This design comes from an exercise in tuning for small area on the open sky130 flow, not from production work.
The RTL was checked by simulation tests, not by an equivalence proof against the original design.
Power is estimated from default activity; no workload was simulated.

## gamma
==> module VGA, before the edit <==
module VGA(
	input CLOCK_50,
	input rst,
	input [11:0] TRI_P1X,
	input [11:0] TRI_P1Y,
	input [11:0] TRI_P2X,
	input [11:0] TRI_P2Y,
	input [11:0] TRI_P3X,
	input [11:0] TRI_P3Y,
	output [3:0] VGA_R,
	output [3:0] VGA_G,
	output [3:0] VGA_B,
	output [3:0] LEDG,
	output VGA_HS,
	output VGA_VS
);
function automatic [11:0] add12(input [11:0] x, input [11:0] y, input ci);
	integer i; reg c;
	begin
		c = ci;
		for (i = 0; i < 12; i = i + 1) begin
			add12[i] = x[i] ^ y[i] ^ c;
			c = (x[i] & y[i]) | (c & (x[i] ^ y[i]));
		end
	end
endfunction
function automatic [12:0] add13(input [12:0] x, input [12:0] y, input ci);
	integer i; reg c;
	begin
		c = ci;
		for (i = 0; i < 13; i = i + 1) begin
			add13[i] = x[i] ^ y[i] ^ c;
			c = (x[i] & y[i]) | (c & (x[i] ^ y[i]));
		end
	end
endfunction
function automatic ge11(input [10:0] x, input [10:0] yn);
	integer i; reg c;
	begin
		c = 1'b1;
		for (i = 0; i < 11; i = i + 1)
			c = (x[i] & yn[i]) | (x[i] & c) | (yn[i] & c);
		ge11 = c;
	end
endfunction
function automatic [10:0] inc11(input [10:0] x);
	integer i; reg c;
	begin
		c = 1'b1;
		for (i = 0; i < 11; i = i + 1) begin
			inc11[i] = x[i] ^ c;
			c = c & x[i];
		end
	end
endfunction
reg [10:0] hx;
reg [9:0]  vy;
wire h_end = (hx == 11'd1300);
wire v_end = (vy == 10'd490);
wire frame_end = h_end & v_end;
wire [10:0] vy1 = inc11({1'b0, vy});
always @(posedge CLOCK_50) begin
	if (rst) begin
		hx <= 11'h6e3;           
		vy <= 10'h3dd;           
	end else if (h_end) begin
		hx <= 11'h6e3;
		vy <= v_end ? 10'h3dd : vy1[9:0];
	end else
		hx <= inc11(hx);
end
assign LEDG = 4'b1111;
assign VGA_HS = ~((hx > 11'd1300) & (hx < 11'd1953));
assign VGA_VS = ~((vy > 10'd490) & (vy < 10'd991));
wire visible = (hx != 11'd0) & (hx < 11'd1220) & (vy != 10'd0) & (vy < 10'd480);
wire [9:0] C0, C1, C2, C3, C4, C5;
wire win  = (hx[10:8] == 3'b111);           
wire [2:0] job  = hx[7:5];
wire [4:0] step = hx[4:0];
wire busy = win & (job[1:0] != 2'd0) & (step < 5'd23);
wire rot  = win & (((step == 5'd31) & (job[1:0] != 2'd3)) |
                   ((step == 5'd10) & (job[1:0] != 2'd0)));
wire ld  = rst | frame_end;
wire [9:0] mld = {10{ld}};
wire [9:0] mrt = {10{~ld & rot}};
wire [9:0] mhd = {10{~ld & ~rot}};
reg [9:0] C0n, C1n, C2n, C3n, C4n, C5n;
always @(posedge CLOCK_50) begin
	C0n <= ~((mld & TRI_P1Y[9:0]) | (mrt & C1) | (mhd & C0));
	C1n <= ~((mld & TRI_P2X[9:0]) | (mrt & C2) | (mhd & C1));
	C2n <= ~((mld & TRI_P2Y[9:0]) | (mrt & C3) | (mhd & C2));
	C3n <= ~((mld & TRI_P3X[9:0]) | (mrt & C4) | (mhd & C3));
	C4n <= ~((mld & TRI_P3Y[9:0]) | (mrt & C5) | (mhd & C4));
	C5n <= ~((mld & TRI_P1X[9:0]) | (mrt & C0) | (mhd & C5));
end
assign C0 = ~C0n; assign C1 = ~C1n; assign C2 = ~C2n;
assign C3 = ~C3n; assign C4 = ~C4n; assign C5 = ~C5n;
wire [11:0] df_w = add12({2'b0, C2}, ~{2'b0, C0}, 1'b1);
wire [10:0] df = df_w[10:0];        
wire nap  = df[10];                 
wire negA = ~nap;                   
reg [22:12] Zh;
reg [11:0]  Zl;
wire [22:0] Z = {Zh, Zl};
reg s;
wire mul = (step < 5'd11);
wire yk  = vy[step[3:0]] & ~step[3] | vy[{2'b10, step[1:0]}] & step[3] & ~step[1];
wire bk  = C3[step[3:0]] & ~step[3] | C3[{2'b10, step[1:0]}] & step[3] & ~step[1];
wire [11:0] U = Z[22:11];
wire sub = ~(U[11] ^ nap);                
wire inv = mul ? bk : sub;                
wire en  = ~mul | (yk ^ bk);
wire [11:0] A = (step == 5'd0) ? 12'd0 : U;
wire [11:0] S = add12(A, ({df[10], df} ^ {12{inv}}) & {12{en}}, inv & en);
wire q = ~S[11];
wire first = (step == 5'd11);
always @(posedge CLOCK_50) begin
	if (mul)
		Zh <= {S[11], S[11:2]};
	else
		Zh <= S[10:0];
	if (busy) begin
		if (mul)
			Zl <= {S[1:0], Z[10:1]};
		else
			Zl <= {Z[10:0], q};
	end
	if (first & busy)
		s <= Z[22];
end
wire [11:0] F = Z[11:0];
wire o = F[11] ^ s;
wire [12:0] Tsum = add13({3'd0, C1}, {F[11], F} ^ {13{~negA}}, 1'b1);    
wire [10:0] Tc = o ? {11{s ^ negA}} :
                 Tsum[12] ? 11'd0 : (Tsum[11] ? 11'd2047 : Tsum[10:0]);
wire wr = win & (step == 5'd23);
reg [10:0] T1, T2;       
reg inv1, inv2;
always @(posedge CLOCK_50) begin
	if (wr & (job == 3'd1)) begin T1 <= ~Tc; inv1 <= negA; end
	if (wr & (job == 3'd2)) begin T2 <= ~Tc; inv2 <= negA; end
end
wire [10:0] T0 = ~Tc;
wire inv0 = negA;
wire sin0 = ge11(hx, T0) ^ inv0;
wire sin1 = ge11(hx, T1) ^ inv1;
wire sin2 = ge11(hx, T2) ^ inv2;
wire intri = (sin0 == sin1) & (sin1 == sin2);
assign VGA_R = {4{visible}};
assign VGA_G = {4{visible & ~intri}};
assign VGA_B = {4{visible & ~intri}};
endmodule
Settings: LEC_CHECK=0, CAP_MARGIN=20, CORE_MARGIN=2, CORE_UTILIZATION=40, SLEW_MARGIN=20; clock period 20.0 ns.
standard.sh (not shown) runs the stock make flow with config.mk's settings and CLKGATE_MAP_FILE= SYNTH_SCRIPT=/design/flow/synth_recipe.tcl, a recipe that flattens the netlist after the stock synthesis.
==> flow/flow/run.sh <==
#!/bin/bash
# The standard layout (standard.sh) with three changes:
#  - synthesis maps logic with an area-oriented ABC script (flow/synth.tcl,
#    flow/abc_area.script); registers are mapped exactly as in standard synthesis
#  - port buffers use the smallest buffer cell (buf_1) instead of clkdlybuf4s50_1
#  - clock tree built from clkbuf_8 cells, without dummy loads
set -euo pipefail
here=$(pwd)
export BUFFER_PORTS_ARGS="-buffer_cell sky130_fd_sc_hd__buf_1"
export CTS_ARGS="-sink_clustering_enable -repair_clock_nets -dont_use_dummy_load -sink_clustering_size 30 -sink_clustering_max_diameter 80 -buf_list {sky130_fd_sc_hd__clkbuf_4 sky130_fd_sc_hd__clkbuf_8}"
export FLOW_ABC_SCRIPT="$here/flow/abc_area.script"
sed "s#SYNTH_SCRIPT=[^ ]*#SYNTH_SCRIPT=$here/flow/synth.tcl#" standard.sh > standard_area.sh
grep -q "SYNTH_SCRIPT=$here/flow/synth.tcl" standard_area.sh
bash standard_area.sh > standard.log 2>&1
==> flow/flow/abc_area.script <==
strash
balance
rewrite
refactor
balance
rewrite
rewrite -z
balance
refactor -z
rewrite -z
balance
dch
map -a
topo
==> flow/flow/synth.tcl <==
# The standard flow's synth_recipe.tcl (ORFS synthesis, -nofsm -noshare, flattened, function
# nets renamed), with one change: ABC maps the combinational logic with an
# area-oriented script (flow/abc_area.script) instead of ORFS's delay-oriented
# one.  Flip-flops are mapped by dfflibmap before ABC and are not touched.
proc synth {args} { yosys synth -nofsm -noshare {*}$args }
proc abc {args} {
  set i [lsearch -exact $args -script]
  if { $i >= 0 } { lset args [expr {$i + 1}] $::env(FLOW_ABC_SCRIPT) }
  set j [lsearch -exact $args -D]
  if { $j >= 0 } { set args [lreplace $args $j [expr {$j + 1}]] }
  yosys abc {*}$args
}
source $::env(SCRIPTS_DIR)/synth.tcl
# left out here: clear keep_hierarchy, flatten, clean up, hide names made inside functions, write 1_2_yosys.v
Relative to gamma, the following input files were edited for epsilon:
diff --git a/flow/design.v b/flow/design.v
--- a/flow/design.v
+++ b/flow/design.v
@@ -110,32 +110,34 @@
 wire sub = ~(U[11] ^ nap);                
 wire inv = mul ? bk : sub;                
 wire en  = ~mul | (yk ^ bk);
 wire [11:0] A = (step == 5'd0) ? 12'd0 : U;
 wire [11:0] S = add12(A, ({df[10], df} ^ {12{inv}}) & {12{en}}, inv & en);
 wire q = ~S[11];
+wire qs = S[11] ^ negA;                   
 wire first = (step == 5'd11);
 always @(posedge CLOCK_50) begin
 	if (mul)
 		Zh <= {S[11], S[11:2]};
 	else
 		Zh <= S[10:0];
 	if (busy) begin
 		if (mul)
 			Zl <= {S[1:0], Z[10:1]};
 		else
-			Zl <= {Z[10:0], q};
+			Zl <= {Z[10:0], qs};
 	end
 	if (first & busy)
 		s <= Z[22];
 end
-wire [11:0] F = Z[11:0];
-wire o = F[11] ^ s;
-wire [12:0] Tsum = add13({3'd0, C1}, {F[11], F} ^ {13{~negA}}, 1'b1);    
-wire [10:0] Tc = o ? {11{s ^ negA}} :
-                 Tsum[12] ? 11'd0 : (Tsum[11] ? 11'd2047 : Tsum[10:0]);
+wire [11:0] Fs = Z[11:0];
+wire o = Fs[11] ^ nap ^ s;
+wire [12:0] Tsum = add13({3'd0, C1}, {Fs[11], Fs}, 1'b1);    
+wire lo = o ? ~(s ^ negA) : Tsum[12];     
+wire hi = o ? (s ^ negA) : Tsum[11];      
+wire [10:0] Tc = {11{~lo}} & ({11{hi}} | Tsum[10:0]);
 wire wr = win & (step == 5'd23);
 reg [10:0] T1, T2;       
 reg inv1, inv2;
 always @(posedge CLOCK_50) begin
 	if (wr & (job == 3'd1)) begin T1 <= ~Tc; inv1 <= negA; end
 	if (wr & (job == 3'd2)) begin T2 <= ~Tc; inv2 <= negA; end
epsilon: flow completed, timing, DRC and antenna clean. Compared with gamma, synthesized area in epsilon decreased by a few percent. [epsilon] global-route wire length before repair fell about 0.7% relative to gamma. Between epsilon and gamma, it is epsilon whose gate count of the mapped netlist is lower, by 4.5%. epsilon vs gamma — cell count dropped 3.2%. X dimension of the die: epsilon vs gamma down about 1.2%.

========
The RTL this note starts from:
==> flow/design.v <==
module VGA(
	input CLOCK_50,
	input rst,
	input [11:0] TRI_P1X,
	input [11:0] TRI_P1Y,
	input [11:0] TRI_P2X,
	input [11:0] TRI_P2Y,
	input [11:0] TRI_P3X,
	input [11:0] TRI_P3Y,
	output [3:0] VGA_R,
	output [3:0] VGA_G,
	output [3:0] VGA_B,
	output [3:0] LEDG,
	output VGA_HS,
	output VGA_VS
);
function automatic [11:0] add12(input [11:0] x, input [11:0] y, input ci);
	integer i; reg c;
	begin
		c = ci;
		for (i = 0; i < 12; i = i + 1) begin
			add12[i] = x[i] ^ y[i] ^ c;
			c = (x[i] & y[i]) | (c & (x[i] ^ y[i]));
		end
	end
endfunction
function automatic [12:0] add13(input [12:0] x, input [12:0] y, input ci);
	integer i; reg c;
	begin
		c = ci;
		for (i = 0; i < 13; i = i + 1) begin
			add13[i] = x[i] ^ y[i] ^ c;
			c = (x[i] & y[i]) | (c & (x[i] ^ y[i]));
		end
	end
endfunction
function automatic ge11(input [10:0] x, input [10:0] yn);
	integer i; reg c;
	begin
		c = 1'b1;
		for (i = 0; i < 11; i = i + 1)
			c = (x[i] & yn[i]) | (x[i] & c) | (yn[i] & c);
		ge11 = c;
	end
endfunction
function automatic [10:0] inc11(input [10:0] x);
	integer i; reg c;
	begin
		c = 1'b1;
		for (i = 0; i < 11; i = i + 1) begin
			inc11[i] = x[i] ^ c;
			c = c & x[i];
		end
	end
endfunction
reg [10:0] hx;
reg [9:0]  vy;
wire h_end = (hx == 11'd1300);
wire v_end = (vy == 10'd490);
wire frame_end = h_end & v_end;
wire [10:0] vy1 = inc11({1'b0, vy});
always @(posedge CLOCK_50) begin
	if (rst) begin
		hx <= 11'h6e3;           
		vy <= 10'h3dd;           
	end else if (h_end) begin
		hx <= 11'h6e3;
		vy <= v_end ? 10'h3dd : vy1[9:0];
	end else
		hx <= inc11(hx);
end
assign LEDG = 4'b1111;
assign VGA_HS = ~((hx > 11'd1300) & (hx < 11'd1953));
assign VGA_VS = ~((vy > 10'd490) & (vy < 10'd991));
wire visible = (hx != 11'd0) & (hx < 11'd1220) & (vy != 10'd0) & (vy < 10'd480);
wire [9:0] C0, C1, C2, C3, C4, C5;
wire win  = (hx[10:8] == 3'b111);           
wire [2:0] job  = hx[7:5];
wire [4:0] step = hx[4:0];
wire busy = win & (job[1:0] != 2'd0) & (step < 5'd23);
wire rot  = win & (((step == 5'd31) & (job[1:0] != 2'd3)) |
                   ((step == 5'd10) & (job[1:0] != 2'd0)));
wire ld  = rst | frame_end;
wire [9:0] mld = {10{ld}};
wire [9:0] mrt = {10{~ld & rot}};
wire [9:0] mhd = {10{~ld & ~rot}};
reg [9:0] C0n, C1n, C2n, C3n, C4n, C5n;
always @(posedge CLOCK_50) begin
	C0n <= ~((mld & TRI_P1Y[9:0]) | (mrt & C1) | (mhd & C0));
	C1n <= ~((mld & TRI_P2X[9:0]) | (mrt & C2) | (mhd & C1));
	C2n <= ~((mld & TRI_P2Y[9:0]) | (mrt & C3) | (mhd & C2));
	C3n <= ~((mld & TRI_P3X[9:0]) | (mrt & C4) | (mhd & C3));
	C4n <= ~((mld & TRI_P3Y[9:0]) | (mrt & C5) | (mhd & C4));
	C5n <= ~((mld & TRI_P1X[9:0]) | (mrt & C0) | (mhd & C5));
end
assign C0 = ~C0n; assign C1 = ~C1n; assign C2 = ~C2n;
assign C3 = ~C3n; assign C4 = ~C4n; assign C5 = ~C5n;
wire [11:0] df_w = add12({2'b0, C2}, ~{2'b0, C0}, 1'b1);
wire [10:0] df = df_w[10:0];        
wire nap  = df[10];                 
wire negA = ~nap;                   
reg [22:12] Zh;
reg [11:0]  Zl;
wire [22:0] Z = {Zh, Zl};
reg s;
wire mul = (step < 5'd11);
wire yk  = vy[step[3:0]] & ~step[3] | vy[{2'b10, step[1:0]}] & step[3] & ~step[1];
wire bk  = C3[step[3:0]] & ~step[3] | C3[{2'b10, step[1:0]}] & step[3] & ~step[1];
wire [11:0] U = Z[22:11];
wire sub = ~(U[11] ^ nap);                
wire inv = mul ? bk : sub;                
wire en  = ~mul | (yk ^ bk);
wire [11:0] A = (step == 5'd0) ? 12'd0 : U;
wire [11:0] S = add12(A, ({df[10], df} ^ {12{inv}}) & {12{en}}, inv & en);
wire q = ~S[11];
wire first = (step == 5'd11);
always @(posedge CLOCK_50) begin
	if (mul)
		Zh <= {S[11], S[11:2]};
	else
		Zh <= S[10:0];
	if (busy) begin
		if (mul)
			Zl <= {S[1:0], Z[10:1]};
		else
			Zl <= {Z[10:0], q};
	end
	if (first & busy)
		s <= Z[22];
end
wire [11:0] F = Z[11:0];
wire o = F[11] ^ s;
wire [12:0] Tsum = add13({3'd0, C1}, {F[11], F} ^ {13{~negA}}, 1'b1);    
wire [10:0] Tc = o ? {11{s ^ negA}} :
                 Tsum[12] ? 11'd0 : (Tsum[11] ? 11'd2047 : Tsum[10:0]);
wire wr = win & (step == 5'd23);
reg [10:0] T1, T2;       
reg inv1, inv2;
always @(posedge CLOCK_50) begin
	if (wr & (job == 3'd1)) begin T1 <= ~Tc; inv1 <= negA; end
	if (wr & (job == 3'd2)) begin T2 <= ~Tc; inv2 <= negA; end
end
wire [10:0] T0 = ~Tc;
wire inv0 = negA;
wire sin0 = ge11(hx, T0) ^ inv0;
wire sin1 = ge11(hx, T1) ^ inv1;
wire sin2 = ge11(hx, T2) ^ inv2;
wire intri = (sin0 == sin1) & (sin1 == sin2);
assign VGA_R = {4{visible}};
assign VGA_G = {4{visible & ~intri}};
assign VGA_B = {4{visible & ~intri}};
endmodule
clock: 20.0 ns
lec_check: 0
cap_margin: 20
core_margin: 2
core_utilization: 40
slew_margin: 20
==> flow/flow/run.sh <==
#!/bin/bash
# Standard ORFS layout (the standard.sh), with two changes:
#  - port buffers use the smallest buffer cell (buf_1) instead of clkdlybuf4s50_1
#  - clock tree built from small clock buffers in large sink clusters, without dummy loads
set -euo pipefail
export BUFFER_PORTS_ARGS="-buffer_cell sky130_fd_sc_hd__buf_1"
export CTS_ARGS="-sink_clustering_enable -repair_clock_nets -dont_use_dummy_load -sink_clustering_size 30 -sink_clustering_max_diameter 80 -buf_list {sky130_fd_sc_hd__clkbuf_4 sky130_fd_sc_hd__clkbuf_8}"
bash standard.sh > standard.log 2>&1
Change:
--- a/flow/design.v
+++ b/flow/design.v
@@ -25,10 +25,10 @@
 	end
 endfunction
-function automatic [12:0] add13(input [12:0] x, input [12:0] y, input ci);
+function automatic [13:0] add14(input [13:0] x, input [13:0] y, input ci);
 	integer i; reg c;
 	begin
 		c = ci;
-		for (i = 0; i < 13; i = i + 1) begin
-			add13[i] = x[i] ^ y[i] ^ c;
+		for (i = 0; i < 14; i = i + 1) begin
+			add14[i] = x[i] ^ y[i] ^ c;
 			c = (x[i] & y[i]) | (c & (x[i] ^ y[i]));
 		end
@@ -131,7 +131,7 @@
 wire [11:0] F = Z[11:0];
 wire o = F[11] ^ s;
-wire [12:0] Tsum = add13({3'd0, C1}, {F[11], F} ^ {13{~negA}}, 1'b1);    
+wire [13:0] Tsum = add14({4'd0, C1}, {{2{F[11]}}, F} ^ {14{~negA}}, 1'b1);
 wire [10:0] Tc = o ? {11{s ^ negA}} :
-                 Tsum[12] ? 11'd0 : (Tsum[11] ? 11'd2047 : Tsum[10:0]);
+                 Tsum[13] ? 11'd0 : ((Tsum[12:11] != 2'd0) ? 11'd2047 : Tsum[10:0]);
 wire wr = win & (step == 5'd23);
 reg [10:0] T1, T2;       
Power is unchanged.
Final area stays the same.
Die area does not change.
Count of clock-buffer cells in the layout stays the same.
Non-clock buffer count does not change.
Final cell count stays the same.
Combinational power barely changes.
Routed wire length does not change.
Synthesized area stays the same.
Maximum frequency is unchanged.
Worst hold slack is unchanged.
Setup slack does not change.
Flip-flop and latch count stays the same.

[re-timing with driven ports]
In the flow no input, the clock included, has a driving cell. The finished layouts below were timed again as built, in two steps. Step 1 sets driving cells, clkbuf_16 on the clock port and buf_2 on the other inputs (assumed; they add their load-dependent delay and slew). Step 2 also shifts input and output timing later by t, the mid clock arrival at the registers, as if the neighbouring blocks saw the same clock. Slacks: no drivers / after step 1 / after step 2; pairs: no drivers / after step 1.
| run | t (ns) | setup slack, ns | worst register clock-pin slew, ns |
|---|---|---|---|
| gamma | 0.464 | 3.960 / 3.922 / 4.385 | 0.08 / 0.08 |
| epsilon | 0.475 | 8.058 / 8.022 / 8.497 | 0.07 / 0.07 |
| the first run of note 2 | 0.479 | 4.750 / 4.712 / 5.191 | 0.08 / 0.08 |
| the second run of note 2 | 0.479 | 4.750 / 4.712 / 5.191 | 0.08 / 0.08 |
After both steps every run listed still meets setup and hold.
